Context: an optimization exercise on an open-source flow, tuned for small area, a short achievable clock period and few clock cycles per item. The choices shown serve that exercise and are no tape-out recipe. In this exercise RTL edits were held to simulation tests only and were not proved equivalent to the original. Power and IR drop assume default switching activity.

Design IOTDF, start of the top module:
module IOTDF( clk, rst, in_en, iot_in, fn_sel, busy, valid, iot_out);
Size in the first run: about 370 cells after synthesis, roughly 160 flip-flops, roughly 4900 um2 of cells after synthesis.
make LEC_CHECK=0 CAP_MARGIN=20 CORE_MARGIN=2 CORE_UTILIZATION=40 SLEW_MARGIN=20 finish   # period 5.5 ns
run.sh (not shown) runs the stock make flow with config.mk's settings and CLKGATE_MAP_FILE= SYNTH_SCRIPT=/design/flow/synth_recipe.tcl, a recipe that flattens the netlist after the stock synthesis.
The first run passed the timing, design-rule and antenna checks.
Testbench counts at the start, summed over its fixed seeds: cycles 38,424, blocks 2,400.
Rerun with:
--- a/flow/config.mk
+++ b/flow/config.mk
@@ -7,2 +7,3 @@
 export LEC_CHECK = 0
+export ABC_CLOCK_PERIOD_IN_PS = 2000
 export CAP_MARGIN = 20
@@ -10,2 +11,3 @@
 export CORE_UTILIZATION = 40
+export SETUP_SLACK_MARGIN = 3.3
 export SLEW_MARGIN = 20
Result: The new run went through all stages and came out clean; setup slack gets better by 460 ps; routed wire length climbs by about 6%; utilization climbs by 2.9 points; die area stays the same; total power climbs by 3.7%; non-clock buffer count climbs by 22; cell area climbs by about 5%.


IOTDF, a different RTL version from the one above (not shown whole).
Size in the first run: about 440 cells after synthesis, about 160 flip-flops, ~140 I/O pins.
clock: 5.5 ns
lec_check: 0
abc_clock_period_in_ps: 2000
cap_margin: 20
core_area: 2.3 2.72 109.02 108.8
die_area: 0 0 111.405 111.405
setup_slack_margin: 3.42
slew_margin: 20
standard.sh (not shown) runs the stock make flow with config.mk's settings and CLKGATE_MAP_FILE= SYNTH_SCRIPT=/design/flow/synth_recipe.tcl, a recipe that flattens the netlist after the stock synthesis.
==> flow/flow/run.sh <==
#!/bin/bash
# The standard ORFS layout with two changes:
#  - synthesis maps all logic with ABC under a delay target (map -D) instead of
#    extracting full/half adder cells first (ADDER_MAP_FILE empty); sizing and
#    buffering are left to OpenROAD's repair steps;
#  - the port buffers are the smallest buffer, buf_1.
# Everything else (synthesis script, floorplan, placement, CTS, routing) is the
# standard flow. Each step's output goes to a log file in this folder.
set -euo pipefail
D=${ABC_D:-1400}
rm -rf scripts_synth
cp -r "$FLOW_HOME/scripts" scripts_synth
cat > scripts_synth/abc_speed.script <<EOS
strash
dch
map -D $D
topo
EOS
bash standard.sh SCRIPTS_DIR="$PWD/scripts_synth" ADDER_MAP_FILE= synth > synth.log 2>&1
bash standard.sh BUFFER_PORTS_ARGS="-buffer_cell sky130_fd_sc_hd__buf_1" CTS_ARGS="-sink_clustering_enable -repair_clock_nets -dont_use_dummy_load -sink_clustering_size 40 -sink_clustering_max_diameter 80 -root_buf sky130_fd_sc_hd__clkbuf_16 -buf_list {sky130_fd_sc_hd__clkbuf_4 sky130_fd_sc_hd__clkbuf_8}" finish > layout.log 2>&1
Testbench counts at the start, summed over its fixed seeds: cycles 38,424, blocks 2,400.
==> next run, changes <==
SETUP_SLACK_MARGIN = 3.48   (was 3.42)
=> Die area does not change; combinational power came out higher by 5.1%; final area came out higher by 2.2%; first-iteration DRC count came out lower by 24%; clock skew barely changes; final cell count came out higher by 1.3%; hold slack is better by 0.0040 ns; worst setup slack is worse by 0.056 ns; synthesized cell count stays the same; non-clock buffer count came out higher by 10.
==> next run, changes <==
==> flow/flow/run.sh (replaced) <==
#!/bin/bash
# Standard ORFS layout, except that the port buffers the standard flow's flow inserts
# (one per input and output port) are the smallest buffer, buf_1.
set -euo pipefail
bash standard.sh BUFFER_PORTS_ARGS="-buffer_cell sky130_fd_sc_hd__buf_1" finish > standard.log 2>&1
CORE_AREA = default   (was 2.3 2.72 109.02 108.8)
CORE_MARGIN = 2   (was default)
CORE_UTILIZATION = 40   (was default)
CTS_CLUSTER_DIAMETER = 100   (was default)
CTS_CLUSTER_SIZE = 50   (was default)
DIE_AREA = default   (was 0 0 111.405 111.405)
SETUP_SLACK_MARGIN = 3.0   (was 3.48)
After rerunning: Via count drops by about a fifth. Setup slack got worse by 0.36 ns. Count of clock-buffer cells in the layout climbs by 2. Maximum frequency drops by about a fifth. Hold slack improved by 0.0077 ns. Power climbs by a quarter to a third. Final cell count drops by about a fifth. Routed wire length drops by about a fifth. Final area drops by a few percent. Die area climbs slightly.
==> next run, changes <==
==> flow/flow/run.sh (replaced) <==
#!/bin/bash
# The standard ORFS layout with two changes:
#  - synthesis maps all logic with ABC under a delay target (map -D) instead of
#    extracting full/half adder cells first (ADDER_MAP_FILE empty); sizing and
#    buffering are left to OpenROAD's repair steps;
#  - the port buffers are the smallest buffer, buf_1.
# Everything else (synthesis script, floorplan, placement, CTS, routing) is the
# standard flow. Each step's output goes to a log file in this folder.
set -euo pipefail
D=${ABC_D:-1400}
rm -rf scripts_synth
cp -r "$FLOW_HOME/scripts" scripts_synth
cat > scripts_synth/abc_speed.script <<EOS
strash
dch
map -D $D
topo
EOS
bash standard.sh SCRIPTS_DIR="$PWD/scripts_synth" ADDER_MAP_FILE= synth > synth.log 2>&1
bash standard.sh RECOVER_POWER=100 BUFFER_PORTS_ARGS="-buffer_cell sky130_fd_sc_hd__buf_1" CTS_ARGS="-sink_clustering_enable -repair_clock_nets -dont_use_dummy_load -sink_clustering_size 40 -sink_clustering_max_diameter 80 -root_buf sky130_fd_sc_hd__clkbuf_16 -buf_list {sky130_fd_sc_hd__clkbuf_4 sky130_fd_sc_hd__clkbuf_8}" finish > layout.log 2>&1
CORE_AREA = 2.3 2.72 109.02 108.8   (was default)
CORE_MARGIN = default   (was 2)
CORE_UTILIZATION = default   (was 40)
CTS_CLUSTER_DIAMETER = default   (was 100)
CTS_CLUSTER_SIZE = default   (was 50)
DIE_AREA = 0 0 111.405 111.405   (was default)
SETUP_SLACK_MARGIN = 3.45   (was 3.0)
Cell count rises by about a fifth.
Maximum frequency falls by a few percent.
Non-clock buffer count rises by 24.
First-iteration DRC count rises by about a fifth.
Die area falls slightly.
Total power falls by about a fifth.
Critical path depth rises by 4.


Setup of build 11:
Starting RTL as in the previous note.
export LEC_CHECK = 0
export ABC_CLOCK_PERIOD_IN_PS = 2000
export CAP_MARGIN = 20
export CORE_MARGIN = 2
export CORE_UTILIZATION = 40
export SETUP_SLACK_MARGIN = 3.0
export SLEW_MARGIN = 20
create_clock -name core_clock -period 5.5 [get_ports {clk}]
==> flow/flow/run.sh <==
#!/bin/bash
# The standard ORFS layout with two changes:
#  - synthesis maps all logic with ABC under a delay target (map -D) instead of
#    extracting full/half adder cells first (ADDER_MAP_FILE empty); sizing and
#    buffering are left to OpenROAD's repair steps;
#  - the port buffers are the smallest buffer, buf_1.
# Everything else (synthesis script, floorplan, placement, CTS, routing) is the
# standard flow. Each step's output goes to a log file in this folder.
set -euo pipefail
D=${ABC_D:-1400}
rm -rf scripts_synth
cp -r "$FLOW_HOME/scripts" scripts_synth
cat > scripts_synth/abc_speed.script <<EOS
strash
dch
map -D $D
topo
EOS
bash standard.sh SCRIPTS_DIR="$PWD/scripts_synth" ADDER_MAP_FILE= synth > synth.log 2>&1
bash standard.sh BUFFER_PORTS_ARGS="-buffer_cell sky130_fd_sc_hd__buf_1" finish > layout.log 2>&1
Testbench counts of build 11, summed over its fixed seeds: cycles 38,424, blocks 2,400.
Inputs modified between build 11 and build 6:
# build 11
export LEC_CHECK = 0
export ABC_CLOCK_PERIOD_IN_PS = 2000
export CAP_MARGIN = 20
export CORE_MARGIN = 2
export CORE_UTILIZATION = 40
export SETUP_SLACK_MARGIN = 3.0
export SLEW_MARGIN = 20
create_clock -name core_clock -period 5.5 [get_ports {clk}]
# build 6
export LEC_CHECK = 0
export ABC_CLOCK_PERIOD_IN_PS = 2000
export CAP_MARGIN = 20
export CORE_MARGIN = 2
export CORE_UTILIZATION = 60
export SETUP_SLACK_MARGIN = 3.3
export SLEW_MARGIN = 20
create_clock -name core_clock -period 5.5 [get_ports {clk}]
-- flow/flow/run.sh --
<<< build 11, line 20
bash standard.sh BUFFER_PORTS_ARGS="-buffer_cell sky130_fd_sc_hd__buf_1" finish > layout.log 2>&1
>>> build 6, line 20
bash standard.sh BUFFER_PORTS_ARGS="-buffer_cell sky130_fd_sc_hd__buf_1" CTS_ARGS="-sink_clustering_enable -repair_clock_nets -dont_use_dummy_load -sink_clustering_size 40 -sink_clustering_max_diameter 80" finish > layout.log 2>&1
==> run summary <==
Final area: build 11 vs build 6 — no meaningful difference
Lower part of the power in the clock network among build 11 and build 6: build 6
Summary — die area, build 6 relative to build 11: lower, by 32%.
Between build 6 and build 11, it is build 6 whose register-to-register slack is higher, by 0.22 ns.
Build 6 vs build 11 — width of the die dropped by more than 10%
Build 11 → build 6: internal portion of total power went down, buffer share of cell area went up, routed length on met1 went up.
Build 6: worst setup slack 0.22 ns above build 11
## Diff of input files: build 53 against build 6
# build 6
export LEC_CHECK = 0
export ABC_CLOCK_PERIOD_IN_PS = 2000
export CAP_MARGIN = 20
export CORE_MARGIN = 2
export CORE_UTILIZATION = 60
export SETUP_SLACK_MARGIN = 3.3
export SLEW_MARGIN = 20
create_clock -name core_clock -period 5.5 [get_ports {clk}]
# build 53
export LEC_CHECK = 0
export ABC_CLOCK_PERIOD_IN_PS = 2000
export CAP_MARGIN = 20
export CORE_MARGIN = 2
export CORE_UTILIZATION = 40
export SETUP_SLACK_MARGIN = 3.3
export SLEW_MARGIN = 20
create_clock -name core_clock -period 5.5 [get_ports {clk}]
-- flow/flow/run.sh --
<<< build 6, line 20
bash standard.sh BUFFER_PORTS_ARGS="-buffer_cell sky130_fd_sc_hd__buf_1" CTS_ARGS="-sink_clustering_enable -repair_clock_nets -dont_use_dummy_load -sink_clustering_size 40 -sink_clustering_max_diameter 80" finish > layout.log 2>&1
>>> build 53, line 20
bash standard.sh BUFFER_PORTS_ARGS="-buffer_cell sky130_fd_sc_hd__buf_1" CTS_ARGS="-sink_clustering_enable -repair_clock_nets -dont_use_dummy_load -sink_clustering_size 40 -sink_clustering_max_diameter 80 -root_buf sky130_fd_sc_hd__clkbuf_16 -buf_list sky130_fd_sc_hd__clkbuf_8" finish > layout.log 2>&1
Notes after the runs:
Clock skew in build 53 vs build 6: up 0.0063 ns. On build 53: worst setup slack is 0.017 ns higher than what build 6 gave. Build 53 vs build 6: cell area down in build 53.
#### Input delta (build 31 over build 53)
-- flow/flow/run.sh --
<<< build 53, line 20
bash standard.sh BUFFER_PORTS_ARGS="-buffer_cell sky130_fd_sc_hd__buf_1" CTS_ARGS="-sink_clustering_enable -repair_clock_nets -dont_use_dummy_load -sink_clustering_size 40 -sink_clustering_max_diameter 80 -root_buf sky130_fd_sc_hd__clkbuf_16 -buf_list sky130_fd_sc_hd__clkbuf_8" finish > layout.log 2>&1
>>> build 31, line 20
bash standard.sh BUFFER_PORTS_ARGS="-buffer_cell sky130_fd_sc_hd__buf_1" finish > layout.log 2>&1
### Flow results
Average vias per placed instance shrinks slightly when moving from build 53 to build 31. Against build 53, net switching power in build 31 rose by more than 10%. Higher combined global-route utilization of all metal layers was reported by build 31, not build 53. On post-layout minimum cycle time, build 53 loses to build 31. Relative to build 53, the maximum resistive drop on vdd measured on build 31 has increased by more than a quarter. From build 53 to build 31 the numbers moved as follows: part of the power in the clock network saw an increase, total routed wirelength up about 2.4%, worst hold margin picked up an extra 0.032 ns. Build 53 has a lower post-layout total power than build 31.
Setup changes, build 31 to build 89
# build 31
export LEC_CHECK = 0
export ABC_CLOCK_PERIOD_IN_PS = 2000
export CAP_MARGIN = 20
export CORE_MARGIN = 2
export CORE_UTILIZATION = 40
export SETUP_SLACK_MARGIN = 3.3
export SLEW_MARGIN = 20
create_clock -name core_clock -period 5.5 [get_ports {clk}]
# build 89
export LEC_CHECK = 0
export ABC_CLOCK_PERIOD_IN_PS = 2000
export CAP_MARGIN = 20
export CORE_AREA = 2.3 2.72 109.02 108.8
export DIE_AREA = 0 0 111.405 111.405
export SETUP_SLACK_MARGIN = 3.45
export SLEW_MARGIN = 20
create_clock -name core_clock -period 5.5 [get_ports {clk}]
-- flow/flow/run.sh --
<<< build 31, line 2
# The standard ORFS layout with two changes:
>>> build 89, line 2
# The standard ORFS layout with three changes:
<<< build 31, line 6
#  - the port buffers are the smallest buffer, buf_1.
# Everything else (synthesis script, floorplan, placement, CTS, routing) is the
>>> build 89, line 6
#  - the port buffers are the smallest buffer, buf_1;
#  - CTS uses clkbuf_4/clkbuf_8 for the tree under a clkbuf_16 root and
#    inserts no dummy loads.
# Everything else (synthesis script, floorplan, placement, routing) is the
<<< build 31, line 20
bash standard.sh BUFFER_PORTS_ARGS="-buffer_cell sky130_fd_sc_hd__buf_1" finish > layout.log 2>&1
>>> build 89, line 22
bash standard.sh BUFFER_PORTS_ARGS="-buffer_cell sky130_fd_sc_hd__buf_1" CTS_ARGS="-sink_clustering_enable -repair_clock_nets -dont_use_dummy_load -sink_clustering_size 40 -sink_clustering_max_diameter 80 -root_buf sky130_fd_sc_hd__clkbuf_16 -buf_list {sky130_fd_sc_hd__clkbuf_4 sky130_fd_sc_hd__clkbuf_8}" finish > layout.log 2>&1
## What came out
Both conditions hold for build 89: the flow ran to the end and the final layout passed the timing, design-rule and antenna checks.
Going from build 31 to build 89, non-clock buffer count went up about 4.3%, global-route usage held, power went down 470 µW.
Of build 89 and build 31, the higher peak supply drop belongs to build 31.
Build 31 leaves less setup margin than build 89.
A endpoint of the most critical setup path of o_data[5] is what build 89 shows, while o_data[4] belongs to build 31.
Non-clock buffer contribution to total cell area in build 89 is 1.3 points higher than in build 31
Changes observed in build 89 relative to build 31: switching power as a share of total power saw an increase, post-route worst hold slack saw a decrease, clock share of power saw a decrease.
Modified inputs, build 67 compared to build 89
# build 89
export LEC_CHECK = 0
export ABC_CLOCK_PERIOD_IN_PS = 2000
export CAP_MARGIN = 20
export CORE_AREA = 2.3 2.72 109.02 108.8
export DIE_AREA = 0 0 111.405 111.405
export SETUP_SLACK_MARGIN = 3.45
export SLEW_MARGIN = 20
create_clock -name core_clock -period 5.5 [get_ports {clk}]
# build 67
export LEC_CHECK = 0
export ABC_CLOCK_PERIOD_IN_PS = 2000
export CAP_MARGIN = 20
export CORE_MARGIN = 2
export CORE_UTILIZATION = 40
export SETUP_SLACK_MARGIN = 3.3
export SLEW_MARGIN = 20
create_clock -name core_clock -period 5.5 [get_ports {clk}]
==> flow/flow/run.sh <==
#!/bin/bash
# The standard ORFS layout with two changes:
#  - synthesis maps all logic with ABC under a delay target (map -D) instead of
#    extracting full/half adder cells first (ADDER_MAP_FILE empty); sizing and
#    buffering are left to OpenROAD's repair steps;
#  - the port buffers are the smallest buffer, buf_1.
# Everything else (synthesis script, floorplan, placement, CTS, routing) is the
# standard flow. Each step's output goes to a log file in this folder.
set -euo pipefail
D=${ABC_D:-1400}
rm -rf scripts_synth
cp -r "$FLOW_HOME/scripts" scripts_synth
cat > scripts_synth/abc_speed.script <<EOS
strash
dch
map -D $D
topo
EOS
bash standard.sh SCRIPTS_DIR="$PWD/scripts_synth" ADDER_MAP_FILE= synth > synth.log 2>&1
bash standard.sh BUFFER_PORTS_ARGS="-buffer_cell sky130_fd_sc_hd__buf_1" CTS_ARGS="-sink_clustering_enable -repair_clock_nets -dont_use_dummy_load -sink_clustering_size 40 -sink_clustering_max_diameter 80 -root_buf sky130_fd_sc_hd__clkbuf_16 -buf_list \"sky130_fd_sc_hd__clkbuf_4 sky130_fd_sc_hd__clkbuf_8\"" finish > layout.log 2>&1
Notes after the runs:
The flow ended early for build 67: it failed with a tool error in 4_1_cts. Any difference in initial core utilization between build 89 and build 67 is small enough to ignore. Count of different cell masters after synthesis came out exactly the same in build 67 and build 89. As far as number of flops mapped to enable cells by yosys goes, build 67 and build 89 are indistinguishable; the numbers are identical. Comparing build 67 and build 89, the higher sum of net half-perimeters after detailed placement is on build 67. Comparing build 67 against build 89, there is no change at all in synthesized area. [compare] base=build 89 new=build 67: number of core rows was more or less identical, weighted congestion at the end of routability-driven global placement rose 0.044. Total cell area at the placement stage across build 67 and build 89: no real change. Between build 67 and build 89, the width of the die does not differ in any meaningful way.

==> static timing again, ports no longer ideal <==
No port has a modelled driver above. Below, the same layouts with a new extraction and two added sets of constraints. Step 1 sets driving cells, clkbuf_16 on the clock port and buf_2 on the other inputs (assumed; they add their load-dependent delay and slew). Step 2 adds t to the input delays and takes it off the output delays; t is the mean of the earliest and latest rising clock arrival at the registers after step 1. Input paths then give back, and output paths get back, about the clock's delay inside the block. a / b / c = ideal ports / drivers / drivers and shift; a / b = the first two.
run | t, ns | setup slack, ns | worst setup path after step 2 | clock arrival spread, ns
the first run of note 1 | 0.446 | 1.465 / 1.465 / 1.465 | register to register | 0.005 / 0.006
the second run of note 1 | 0.447 | 1.923 / 1.923 / 1.923 | register to register | 0.015 / 0.015
the first run of note 2 | 0.395 | 3.452 / 3.452 / 3.452 | register to register | 0.026 / 0.026
the second run of note 2 | 0.396 | 3.396 / 3.396 / 3.396 | register to register | 0.027 / 0.027
the third run of note 2 | 0.453 | 3.033 / 3.033 / 3.033 | register to register | 0.012 / 0.013
the fourth run of note 2 | 0.386 | 2.982 / 2.982 / 2.982 | register to register | 0.032 / 0.031
build 11 | 0.455 | 3.081 / 3.081 / 3.081 | register to register | 0.010 / 0.010
build 6 | 0.541 | 3.305 / 3.305 / 3.305 | register to register | 0.029 / 0.028
build 53 | 0.396 | 3.322 / 3.322 / 3.322 | register to register | 0.032 / 0.032
build 31 | 0.452 | 3.379 / 3.379 / 3.379 | register to register | 0.009 / 0.009
build 89 | 0.387 | 3.499 / 3.471 / 3.499 | register to register | 0.032 / 0.031
After both steps every run listed still meets setup and hold.
